Background: an optimization exercise with open tools, aiming at small area. Do not read the settings as production practice. RTL that was checked went through simulation tests only; none was proved equivalent to the original.

==> inputs of delta <==
// lininterp
module	lininterp #(
		parameter	INW   = 28,
				OWID  = 28,
				MPREC = 28,
				CTRBITS = 32
	) (
		input	wire			i_clk,
		input	wire			i_reset,
		input	wire			i_ce,
		input	wire	[(CTRBITS-1):0]	i_step,
		input	wire	[(INW-1):0]	i_data,
		output	wire			o_ce,
		output	wire	[(OWID-1):0]	o_data
	);
	reg			pre_ce, r_ce, r_ovfl, x_ce, p_valid;
	reg	[27:0]		r_next;
	reg	[28:0]		r_slope;
	reg	[31:0]		r_counter;
	reg	[27:0]		r_offset;
	reg	[27:0]		x_res, p_res, o_res;
	wire	one1;
	wire	two2;
	wire	neg3;
	wire	pp4;
	wire	pp5;
	wire	pp6;
	wire	pp7;
	wire	pp8;
	wire	pp9;
	wire	pp10;
	wire	pp11;
	wire	pp12;
	wire	pp13;
	wire	pp14;
	wire	pp15;
	wire	pp16;
	wire	pp17;
	wire	pp18;
	wire	pp19;
	wire	pp20;
	wire	pp21;
	wire	pp22;
	wire	pp23;
	wire	pp24;
	wire	pp25;
	wire	pp26;
	wire	pp27;
	wire	pp28;
	wire	pp29;
	wire	pp30;
	wire	pp31;
	wire	pp32;
	wire	pp33;
	wire	one34;
	wire	two35;
	wire	neg36;
	wire	pp37;
	wire	pp38;
	wire	pp39;
	wire	pp40;
	wire	pp41;
	wire	pp42;
	wire	pp43;
	wire	pp44;
	wire	pp45;
	wire	pp46;
	wire	pp47;
	wire	pp48;
	wire	pp49;
	wire	pp50;
	wire	pp51;
	wire	pp52;
	wire	pp53;
	wire	pp54;
	wire	pp55;
  ...
export LEC_CHECK = 0
export ABC_AREA = 1
export CAP_MARGIN = 20
export CORE_MARGIN = 2
export CORE_UTILIZATION = 40
export SLEW_MARGIN = 20
export SYNTH_HIERARCHICAL = 1
export SYNTH_MINIMUM_KEEP_SIZE = 0
create_clock -name core_clock -period 10.0 [get_ports {i_clk}]
run.sh (not shown) runs the stock make flow with config.mk's settings and CLKGATE_MAP_FILE= SYNTH_SCRIPT=/design/flow/synth_recipe.tcl, a recipe that flattens the netlist after the stock synthesis.
==> lagoon: changes against delta <==
--- a/flow/design.v
+++ b/flow/design.v
@@ -3710,11 +3710,10 @@
 	if (i_reset)
 		r_offset <= 0;
 	else if (r_ce)
 		r_offset <= r_counter[31:4];
 	always @(posedge i_clk)
-	if (r_ce)
 		x_res <= rres;
 	always @(posedge i_clk)
 	if (i_reset)
 		x_ce <= 1'b0;
 	else
Settings changed: CORE_UTILIZATION 40 to 70, PLACE_DENSITY set to 0.8.
==> comparison table <==
quantity	delta	lagoon
Status	no timing/DRC/antenna violations	no timing/DRC/antenna violations
Post-Route Skew	33.2 ps	20.1 ps
Count of clock-net buffers in the final layout	30	34
Number of iterations in the first detailed-routing pass	6	5
Critical path depth in cells	24	26
Non-clock inverter count in the final layout	199	203
Destination of the worst hold path	p_res[18]	p_res[16]
Met2 track demand over resource in global routing	38.5%	65.3%
Cell Count, Final, Fillers Out	3709	3307
Worst-case headroom to the max-slew limit	25.4%	23.7%
Transition time at the pin with the least slew margin	1120 ps	1140 ps
Placement Rows	96	72
Clock latency of the later-clocked register in the worst-skew pair	570 ps	560 ps
Area share of the largest cell type after synthesis	32.5%	32.9%
RR Startpoint	r_offset[11]	r_offset[3]
No run of this note included a check of the RTL's function; only the layout flow was run.

========
==> inputs of trial 93 <==
lininterp, a different RTL version from the one above (not shown whole).
Design lininterp, start of the top module:
module	lininterp #(
		parameter	INW   = 28,
				OWID  = 28,
				MPREC = 28,
				CTRBITS = 32
	) (
		input	wire			i_clk,
		input	wire			i_reset,
		input	wire			i_ce,
		input	wire	[(CTRBITS-1):0]	i_step,
		input	wire	[(INW-1):0]	i_data,
		output	wire			o_ce,
		output	wire	[(OWID-1):0]	o_data
	);
clock: 10.0 ns
lec_check: 0
abc_area: 1
cap_margin: 20
core_margin: 2
core_utilization: 70
cts_buf_list: sky130_fd_sc_hd__clkbuf_8
cts_cluster_diameter: 100
cts_cluster_size: 15
place_density: 0.8
slew_margin: 20
synth_hierarchical: 1
synth_minimum_keep_size: 0
==> trial 23 (differences from trial 93) <==
--- a/flow/design.v
+++ b/flow/design.v
@@ -11,11 +11,11 @@
 		input	wire	[(CTRBITS-1):0]	i_step,
 		input	wire	[(INW-1):0]	i_data,
 		output	wire			o_ce,
 		output	wire	[(OWID-1):0]	o_data
 	);
-	reg			pre_ce, r_ce, r_ovfl, x_ce, p_valid;
+	reg			pre_ce, r_ce, r_ovfl, x_ce, p_valid, r_first;
 	reg	[27:0]		r_next;
 	reg	[28:0]		r_slope;
 	reg	[31:0]		r_counter;
 	reg	[27:0]		r_offset;
 	reg	[27:0]		x_res, p_res, o_res;
@@ -3121,39 +3121,39 @@
 	assign sum1714 = s1710 ^ bc1709;
 	assign e1715 = bc1709 & s1710;
 	assign sum1716 = s1712 ^ e1715;
 	assign ao1717 = s1710 & s1712;
 	assign bc1718 = c1713 | (bc1709 & ao1717);
-	assign nn1719 = ~r_next[0];
-	assign nn1720 = ~r_next[1];
-	assign nn1721 = ~r_next[2];
-	assign nn1722 = ~r_next[3];
-	assign nn1723 = ~r_next[4];
-	assign nn1724 = ~r_next[5];
-	assign nn1725 = ~r_next[6];
-	assign nn1726 = ~r_next[7];
-	assign nn1727 = ~r_next[8];
-	assign nn1728 = ~r_next[9];
-	assign nn1729 = ~r_next[10];
-	assign nn1730 = ~r_next[11];
-	assign nn1731 = ~r_next[12];
-	assign nn1732 = ~r_next[13];
-	assign nn1733 = ~r_next[14];
-	assign nn1734 = ~r_next[15];
-	assign nn1735 = ~r_next[16];
-	assign nn1736 = ~r_next[17];
-	assign nn1737 = ~r_next[18];
-	assign nn1738 = ~r_next[19];
-	assign nn1739 = ~r_next[20];
-	assign nn1740 = ~r_next[21];
-	assign nn1741 = ~r_next[22];
-	assign nn1742 = ~r_next[23];
-	assign nn1743 = ~r_next[24];
-	assign nn1744 = ~r_next[25];
-	assign nn1745 = ~r_next[26];
-	assign nn1746 = ~r_next[27];
-	assign nn1747 = ~r_next[27];
+	assign nn1719 = ~(r_next[0] & !r_first);
+	assign nn1720 = ~(r_next[1] & !r_first);
+	assign nn1721 = ~(r_next[2] & !r_first);
+	assign nn1722 = ~(r_next[3] & !r_first);
+	assign nn1723 = ~(r_next[4] & !r_first);
+	assign nn1724 = ~(r_next[5] & !r_first);
+	assign nn1725 = ~(r_next[6] & !r_first);
+	assign nn1726 = ~(r_next[7] & !r_first);
+	assign nn1727 = ~(r_next[8] & !r_first);
+	assign nn1728 = ~(r_next[9] & !r_first);
+	assign nn1729 = ~(r_next[10] & !r_first);
+	assign nn1730 = ~(r_next[11] & !r_first);
+	assign nn1731 = ~(r_next[12] & !r_first);
+	assign nn1732 = ~(r_next[13] & !r_first);
+	assign nn1733 = ~(r_next[14] & !r_first);
+	assign nn1734 = ~(r_next[15] & !r_first);
+	assign nn1735 = ~(r_next[16] & !r_first);
+	assign nn1736 = ~(r_next[17] & !r_first);
+	assign nn1737 = ~(r_next[18] & !r_first);
+	assign nn1738 = ~(r_next[19] & !r_first);
+	assign nn1739 = ~(r_next[20] & !r_first);
+	assign nn1740 = ~(r_next[21] & !r_first);
+	assign nn1741 = ~(r_next[22] & !r_first);
+	assign nn1742 = ~(r_next[23] & !r_first);
+	assign nn1743 = ~(r_next[24] & !r_first);
+	assign nn1744 = ~(r_next[25] & !r_first);
+	assign nn1745 = ~(r_next[26] & !r_first);
+	assign nn1746 = ~(r_next[27] & !r_first);
+	assign nn1747 = ~(r_next[27] & !r_first);
 	lininterp_ha u_s1748 (i_data[0], nn1719, s1748, c1749);
 	lininterp_fa u_s1750 (i_data[1], nn1720, c1749, s1750, c1751);
 	lininterp_fa u_s1752 (i_data[2], nn1721, c1751, s1752, c1753);
 	lininterp_fa u_s1754 (i_data[3], nn1722, c1753, s1754, c1755);
 	lininterp_fa u_s1756 (i_data[4], nn1723, c1755, s1756, c1757);
@@ -3276,14 +3276,17 @@
 	if (i_reset)
 		pre_ce <= 1'b0;
 	else
 		pre_ce <= i_ce;
 	always @(posedge i_clk)
+	if (i_ce)
+		r_next <= i_data;
+	always @(posedge i_clk)
 	if (i_reset)
-		r_next <= 0;
+		r_first <= 1'b1;
 	else if (i_ce)
-		r_next <= i_data;
+		r_first <= 1'b0;
 	always @(posedge i_clk)
 	if (i_ce)
 		r_slope <= slope_d;
 	always @(posedge i_clk)
 	if (i_reset)
==> flow/flow/run.sh (new file) <==
#!/bin/bash
# Layout flow: the standard flow (standard.sh: the standard synthesis and
# ORFS steps, unchanged), run with these settings:
#  - the input and output port buffers use the smallest buffer cell,
#    sky130_fd_sc_hd__buf_1 (every port still gets its own buffer);
#  - synthesis buffers are removed at floorplan, and placement is not
#    timing driven, so no buffers are kept from virtual repair runs;
#  - clock tree: clkbuf_8 buffers, sink clusters of up to 12, and no
#    dummy loads.
set -euo pipefail
export BUFFER_PORTS_ARGS="-buffer_cell sky130_fd_sc_hd__buf_1"

export CTS_ARGS="-sink_clustering_enable -repair_clock_nets -sink_clustering_size 12 -sink_clustering_max_diameter 100 -buf_list sky130_fd_sc_hd__clkbuf_8 -dont_use_dummy_load"
bash standard.sh finish > standard_flow.log 2>&1
==> flow/standard.sh (new file) <==
#!/bin/bash
# synth_recipe.tcl (not shown) runs the flow's synth.tcl, then flattens the netlist and writes it again
# the make line also repeats each setting of config.mk as NAME=value (left out here)
make -C /OpenROAD-flow-scripts/flow DESIGN_CONFIG=/design/flow/config.mk WORK_HOME=/design/flow/orfs CLKGATE_MAP_FILE= SYNTH_SCRIPT=/design/flow/synth_recipe.tcl "${@:-finish}"
Settings changed: CORE_UTILIZATION 70 to 65, CTS_BUF_LIST sky130_fd_sc_hd__clkbuf_8 to unset, CTS_CLUSTER_DIAMETER 100 to unset, CTS_CLUSTER_SIZE 15 to unset, PLACE_DENSITY 0.8 to 0.75.
removed: flow/run.sh
==> trial 19 (differences from trial 93) <==
--- a/flow/design.v
+++ b/flow/design.v
@@ -11,11 +11,11 @@
 		input	wire	[(CTRBITS-1):0]	i_step,
 		input	wire	[(INW-1):0]	i_data,
 		output	wire			o_ce,
 		output	wire	[(OWID-1):0]	o_data
 	);
-	reg			pre_ce, r_ce, r_ovfl, x_ce, p_valid;
+	reg			pre_ce, r_ce, r_ovfl, x_ce, p_valid, r_first;
 	reg	[27:0]		r_next;
 	reg	[28:0]		r_slope;
 	reg	[31:0]		r_counter;
 	reg	[27:0]		r_offset;
 	reg	[27:0]		x_res, p_res, o_res;
@@ -3121,39 +3121,39 @@
 	assign sum1714 = s1710 ^ bc1709;
 	assign e1715 = bc1709 & s1710;
 	assign sum1716 = s1712 ^ e1715;
 	assign ao1717 = s1710 & s1712;
 	assign bc1718 = c1713 | (bc1709 & ao1717);
-	assign nn1719 = ~r_next[0];
-	assign nn1720 = ~r_next[1];
-	assign nn1721 = ~r_next[2];
-	assign nn1722 = ~r_next[3];
-	assign nn1723 = ~r_next[4];
-	assign nn1724 = ~r_next[5];
-	assign nn1725 = ~r_next[6];
-	assign nn1726 = ~r_next[7];
-	assign nn1727 = ~r_next[8];
-	assign nn1728 = ~r_next[9];
-	assign nn1729 = ~r_next[10];
-	assign nn1730 = ~r_next[11];
-	assign nn1731 = ~r_next[12];
-	assign nn1732 = ~r_next[13];
-	assign nn1733 = ~r_next[14];
-	assign nn1734 = ~r_next[15];
-	assign nn1735 = ~r_next[16];
-	assign nn1736 = ~r_next[17];
-	assign nn1737 = ~r_next[18];
-	assign nn1738 = ~r_next[19];
-	assign nn1739 = ~r_next[20];
-	assign nn1740 = ~r_next[21];
-	assign nn1741 = ~r_next[22];
-	assign nn1742 = ~r_next[23];
-	assign nn1743 = ~r_next[24];
-	assign nn1744 = ~r_next[25];
-	assign nn1745 = ~r_next[26];
-	assign nn1746 = ~r_next[27];
-	assign nn1747 = ~r_next[27];
+	assign nn1719 = ~(r_next[0] & !r_first);
+	assign nn1720 = ~(r_next[1] & !r_first);
+	assign nn1721 = ~(r_next[2] & !r_first);
+	assign nn1722 = ~(r_next[3] & !r_first);
+	assign nn1723 = ~(r_next[4] & !r_first);
+	assign nn1724 = ~(r_next[5] & !r_first);
+	assign nn1725 = ~(r_next[6] & !r_first);
+	assign nn1726 = ~(r_next[7] & !r_first);
+	assign nn1727 = ~(r_next[8] & !r_first);
+	assign nn1728 = ~(r_next[9] & !r_first);
+	assign nn1729 = ~(r_next[10] & !r_first);
+	assign nn1730 = ~(r_next[11] & !r_first);
+	assign nn1731 = ~(r_next[12] & !r_first);
+	assign nn1732 = ~(r_next[13] & !r_first);
+	assign nn1733 = ~(r_next[14] & !r_first);
+	assign nn1734 = ~(r_next[15] & !r_first);
+	assign nn1735 = ~(r_next[16] & !r_first);
+	assign nn1736 = ~(r_next[17] & !r_first);
+	assign nn1737 = ~(r_next[18] & !r_first);
+	assign nn1738 = ~(r_next[19] & !r_first);
+	assign nn1739 = ~(r_next[20] & !r_first);
+	assign nn1740 = ~(r_next[21] & !r_first);
+	assign nn1741 = ~(r_next[22] & !r_first);
+	assign nn1742 = ~(r_next[23] & !r_first);
+	assign nn1743 = ~(r_next[24] & !r_first);
+	assign nn1744 = ~(r_next[25] & !r_first);
+	assign nn1745 = ~(r_next[26] & !r_first);
+	assign nn1746 = ~(r_next[27] & !r_first);
+	assign nn1747 = ~(r_next[27] & !r_first);
 	lininterp_ha u_s1748 (i_data[0], nn1719, s1748, c1749);
 	lininterp_fa u_s1750 (i_data[1], nn1720, c1749, s1750, c1751);
 	lininterp_fa u_s1752 (i_data[2], nn1721, c1751, s1752, c1753);
 	lininterp_fa u_s1754 (i_data[3], nn1722, c1753, s1754, c1755);
 	lininterp_fa u_s1756 (i_data[4], nn1723, c1755, s1756, c1757);
@@ -3276,14 +3276,17 @@
 	if (i_reset)
 		pre_ce <= 1'b0;
 	else
 		pre_ce <= i_ce;
 	always @(posedge i_clk)
+	if (i_ce)
+		r_next <= i_data;
+	always @(posedge i_clk)
 	if (i_reset)
-		r_next <= 0;
+		r_first <= 1'b1;
 	else if (i_ce)
-		r_next <= i_data;
+		r_first <= 1'b0;
 	always @(posedge i_clk)
 	if (i_ce)
 		r_slope <= slope_d;
 	always @(posedge i_clk)
 	if (i_reset)
Settings changed: CORE_UTILIZATION 70 to 65, CTS_CLUSTER_SIZE 15 to 12, PLACE_DENSITY 0.8 to 0.75.
==> trial 12 (differences from trial 93) <==
--- a/flow/design.v
+++ b/flow/design.v
@@ -11,11 +11,11 @@
 		input	wire	[(CTRBITS-1):0]	i_step,
 		input	wire	[(INW-1):0]	i_data,
 		output	wire			o_ce,
 		output	wire	[(OWID-1):0]	o_data
 	);
-	reg			pre_ce, r_ce, r_ovfl, x_ce, p_valid;
+	reg			pre_ce, r_ce, r_ovfl, x_ce, p_valid, r_first;
 	reg	[27:0]		r_next;
 	reg	[28:0]		r_slope;
 	reg	[31:0]		r_counter;
 	reg	[27:0]		r_offset;
 	reg	[27:0]		x_res, p_res, o_res;
@@ -3121,39 +3121,39 @@
 	assign sum1714 = s1710 ^ bc1709;
 	assign e1715 = bc1709 & s1710;
 	assign sum1716 = s1712 ^ e1715;
 	assign ao1717 = s1710 & s1712;
 	assign bc1718 = c1713 | (bc1709 & ao1717);
-	assign nn1719 = ~r_next[0];
-	assign nn1720 = ~r_next[1];
-	assign nn1721 = ~r_next[2];
-	assign nn1722 = ~r_next[3];
-	assign nn1723 = ~r_next[4];
-	assign nn1724 = ~r_next[5];
-	assign nn1725 = ~r_next[6];
-	assign nn1726 = ~r_next[7];
-	assign nn1727 = ~r_next[8];
-	assign nn1728 = ~r_next[9];
-	assign nn1729 = ~r_next[10];
-	assign nn1730 = ~r_next[11];
-	assign nn1731 = ~r_next[12];
-	assign nn1732 = ~r_next[13];
-	assign nn1733 = ~r_next[14];
-	assign nn1734 = ~r_next[15];
-	assign nn1735 = ~r_next[16];
-	assign nn1736 = ~r_next[17];
-	assign nn1737 = ~r_next[18];
-	assign nn1738 = ~r_next[19];
-	assign nn1739 = ~r_next[20];
-	assign nn1740 = ~r_next[21];
-	assign nn1741 = ~r_next[22];
-	assign nn1742 = ~r_next[23];
-	assign nn1743 = ~r_next[24];
-	assign nn1744 = ~r_next[25];
-	assign nn1745 = ~r_next[26];
-	assign nn1746 = ~r_next[27];
-	assign nn1747 = ~r_next[27];
+	assign nn1719 = ~(r_next[0] & !r_first);
+	assign nn1720 = ~(r_next[1] & !r_first);
+	assign nn1721 = ~(r_next[2] & !r_first);
+	assign nn1722 = ~(r_next[3] & !r_first);
+	assign nn1723 = ~(r_next[4] & !r_first);
+	assign nn1724 = ~(r_next[5] & !r_first);
+	assign nn1725 = ~(r_next[6] & !r_first);
+	assign nn1726 = ~(r_next[7] & !r_first);
+	assign nn1727 = ~(r_next[8] & !r_first);
+	assign nn1728 = ~(r_next[9] & !r_first);
+	assign nn1729 = ~(r_next[10] & !r_first);
+	assign nn1730 = ~(r_next[11] & !r_first);
+	assign nn1731 = ~(r_next[12] & !r_first);
+	assign nn1732 = ~(r_next[13] & !r_first);
+	assign nn1733 = ~(r_next[14] & !r_first);
+	assign nn1734 = ~(r_next[15] & !r_first);
+	assign nn1735 = ~(r_next[16] & !r_first);
+	assign nn1736 = ~(r_next[17] & !r_first);
+	assign nn1737 = ~(r_next[18] & !r_first);
+	assign nn1738 = ~(r_next[19] & !r_first);
+	assign nn1739 = ~(r_next[20] & !r_first);
+	assign nn1740 = ~(r_next[21] & !r_first);
+	assign nn1741 = ~(r_next[22] & !r_first);
+	assign nn1742 = ~(r_next[23] & !r_first);
+	assign nn1743 = ~(r_next[24] & !r_first);
+	assign nn1744 = ~(r_next[25] & !r_first);
+	assign nn1745 = ~(r_next[26] & !r_first);
+	assign nn1746 = ~(r_next[27] & !r_first);
+	assign nn1747 = ~(r_next[27] & !r_first);
 	lininterp_ha u_s1748 (i_data[0], nn1719, s1748, c1749);
 	lininterp_fa u_s1750 (i_data[1], nn1720, c1749, s1750, c1751);
 	lininterp_fa u_s1752 (i_data[2], nn1721, c1751, s1752, c1753);
 	lininterp_fa u_s1754 (i_data[3], nn1722, c1753, s1754, c1755);
 	lininterp_fa u_s1756 (i_data[4], nn1723, c1755, s1756, c1757);
@@ -3276,14 +3276,17 @@
 	if (i_reset)
 		pre_ce <= 1'b0;
 	else
 		pre_ce <= i_ce;
 	always @(posedge i_clk)
+	if (i_ce)
+		r_next <= i_data;
+	always @(posedge i_clk)
 	if (i_reset)
-		r_next <= 0;
+		r_first <= 1'b1;
 	else if (i_ce)
-		r_next <= i_data;
+		r_first <= 1'b0;
 	always @(posedge i_clk)
 	if (i_ce)
 		r_slope <= slope_d;
 	always @(posedge i_clk)
 	if (i_reset)
==> flow/flow/run.sh (new file) <==
#!/bin/bash
# Layout flow: the standard flow (standard.sh, unchanged synthesis and
# steps), except that the input and output port buffers are made from the
# smallest buffer cell, sky130_fd_sc_hd__buf_1, instead of the cell that
# buffer_ports picks by default. Every port still gets its own buffer.
set -euo pipefail
export BUFFER_PORTS_ARGS="-buffer_cell sky130_fd_sc_hd__buf_1"
bash standard.sh finish > standard_flow.log 2>&1
==> flow/standard.sh (new file) <==
#!/bin/bash
# synth_recipe.tcl (not shown) runs the flow's synth.tcl, then flattens the netlist and writes it again
# the make line also repeats each setting of config.mk as NAME=value (left out here)
make -C /OpenROAD-flow-scripts/flow DESIGN_CONFIG=/design/flow/config.mk WORK_HOME=/design/flow/orfs CLKGATE_MAP_FILE= SYNTH_SCRIPT=/design/flow/synth_recipe.tcl "${@:-finish}"
Settings changed: CORE_UTILIZATION 70 to 65, CTS_CLUSTER_SIZE 15 to 12, PLACE_DENSITY 0.8 to 0.75.
removed: flow/run.sh
==> qor summary <==
Max incr delay on CP: trial 93 0.99 ns; trial 23 1.01 ns; trial 19 1.00 ns; trial 12 1.00 ns
Global-route track usage on met3: trial 93 15.4%; trial 23 12.6%; trial 19 10.8%; trial 12 12.5%
Total of plain and repair buffers excluding clock buffers: trial 93 172; trial 23 179; trial 19 176; trial 12 179
Area of the core: trial 93 37400 sq um; trial 23 39900 sq um; trial 19 39900 sq um; trial 12 39900 sq um
Synthesized-area fraction occupied by and/or/nand/nor cells: trial 93 7.01%; trial 23 7.27%; trial 19 7.27%; trial 12 7.27%
Pre-CTS setup slack: trial 93 1.42 ns; trial 23 1.34 ns; trial 19 1.45 ns; trial 12 1.34 ns
Fraction of post-synthesis cell area in the top cell type by area: trial 93 36.3%; trial 23 36.4%; trial 19 36.4%; trial 12 36.4%
Proportion of layout cells with a drive suffix above 1: trial 93 6.52%; trial 23 6.83%; trial 19 6.83%; trial 12 6.98%
TritonCTS Buffers: trial 93 18; trial 23 22; trial 19 22; trial 12 22
Wire length on met2: trial 93 34300 um; trial 23 35300 um; trial 19 34600 um; trial 12 35600 um
Fraction of area in multi-input gates: trial 93 71.6%; trial 23 72.1%; trial 19 70.5%; trial 12 71.8%
Fraction of area in registers: trial 93 16.8%; trial 23 18.2%; trial 19 17.8%; trial 12 18.1%
Status: trial 93 complete, no violations; trial 23 complete, no violations; trial 19 complete, no violations; trial 12 complete, no violations
Initial Utilization: trial 93 70.6%; trial 23 66.0%; trial 19 66.0%; trial 12 66.0%
First drt pass iteration count: trial 93 10; trial 23 9; trial 19 6; trial 12 7
Per-cell via count in the routed design: trial 93 6.69; trial 23 6.59; trial 19 6.57; trial 12 6.59
Met3 wire length: trial 93 11500 um; trial 23 10000 um; trial 19 9290 um; trial 12 10300 um
Share of the core filled with cells in the final layout: trial 93 75.2%; trial 23 69.1%; trial 19 70.7%; trial 12 69.3%
For trial 93, only the layout was checked, not whether the RTL still works.

==> re-timing with driven ports <==
No port has a modelled driver above. Below, the same layouts with a new extraction and two added sets of constraints. Step 1 assumes that a clkbuf_16 drives the clock port and a buf_2 every other input. Step 2, shift: input delay + t, output delay - t, t = (earliest + latest rising clock arrival at the registers) / 2. This alone moves slack from input paths to output paths. Slacks: ideal / step 1 / step 2; pairs: ideal / step 1.
| run | t (ns) | setup slack, ns | slew at the worst register clock pin (ns) |
|---|---|---|---|
| delta | 0.613 | 1.976 / 1.976 / 1.976 | 0.07 / 0.07 |
| lagoon | 0.609 | 1.867 / 1.867 / 1.867 | 0.06 / 0.06 |
| trial 93 | 0.631 | 1.373 / 1.373 / 1.373 | 0.12 / 0.12 |
| trial 23 | 0.620 | 1.242 / 1.242 / 1.242 | 0.09 / 0.09 |
| trial 19 | 0.631 | 1.311 / 1.311 / 1.311 | 0.10 / 0.10 |
| trial 12 | 0.646 | 1.219 / 1.219 / 1.219 | 0.10 / 0.10 |
After both steps every run listed still meets setup and hold.
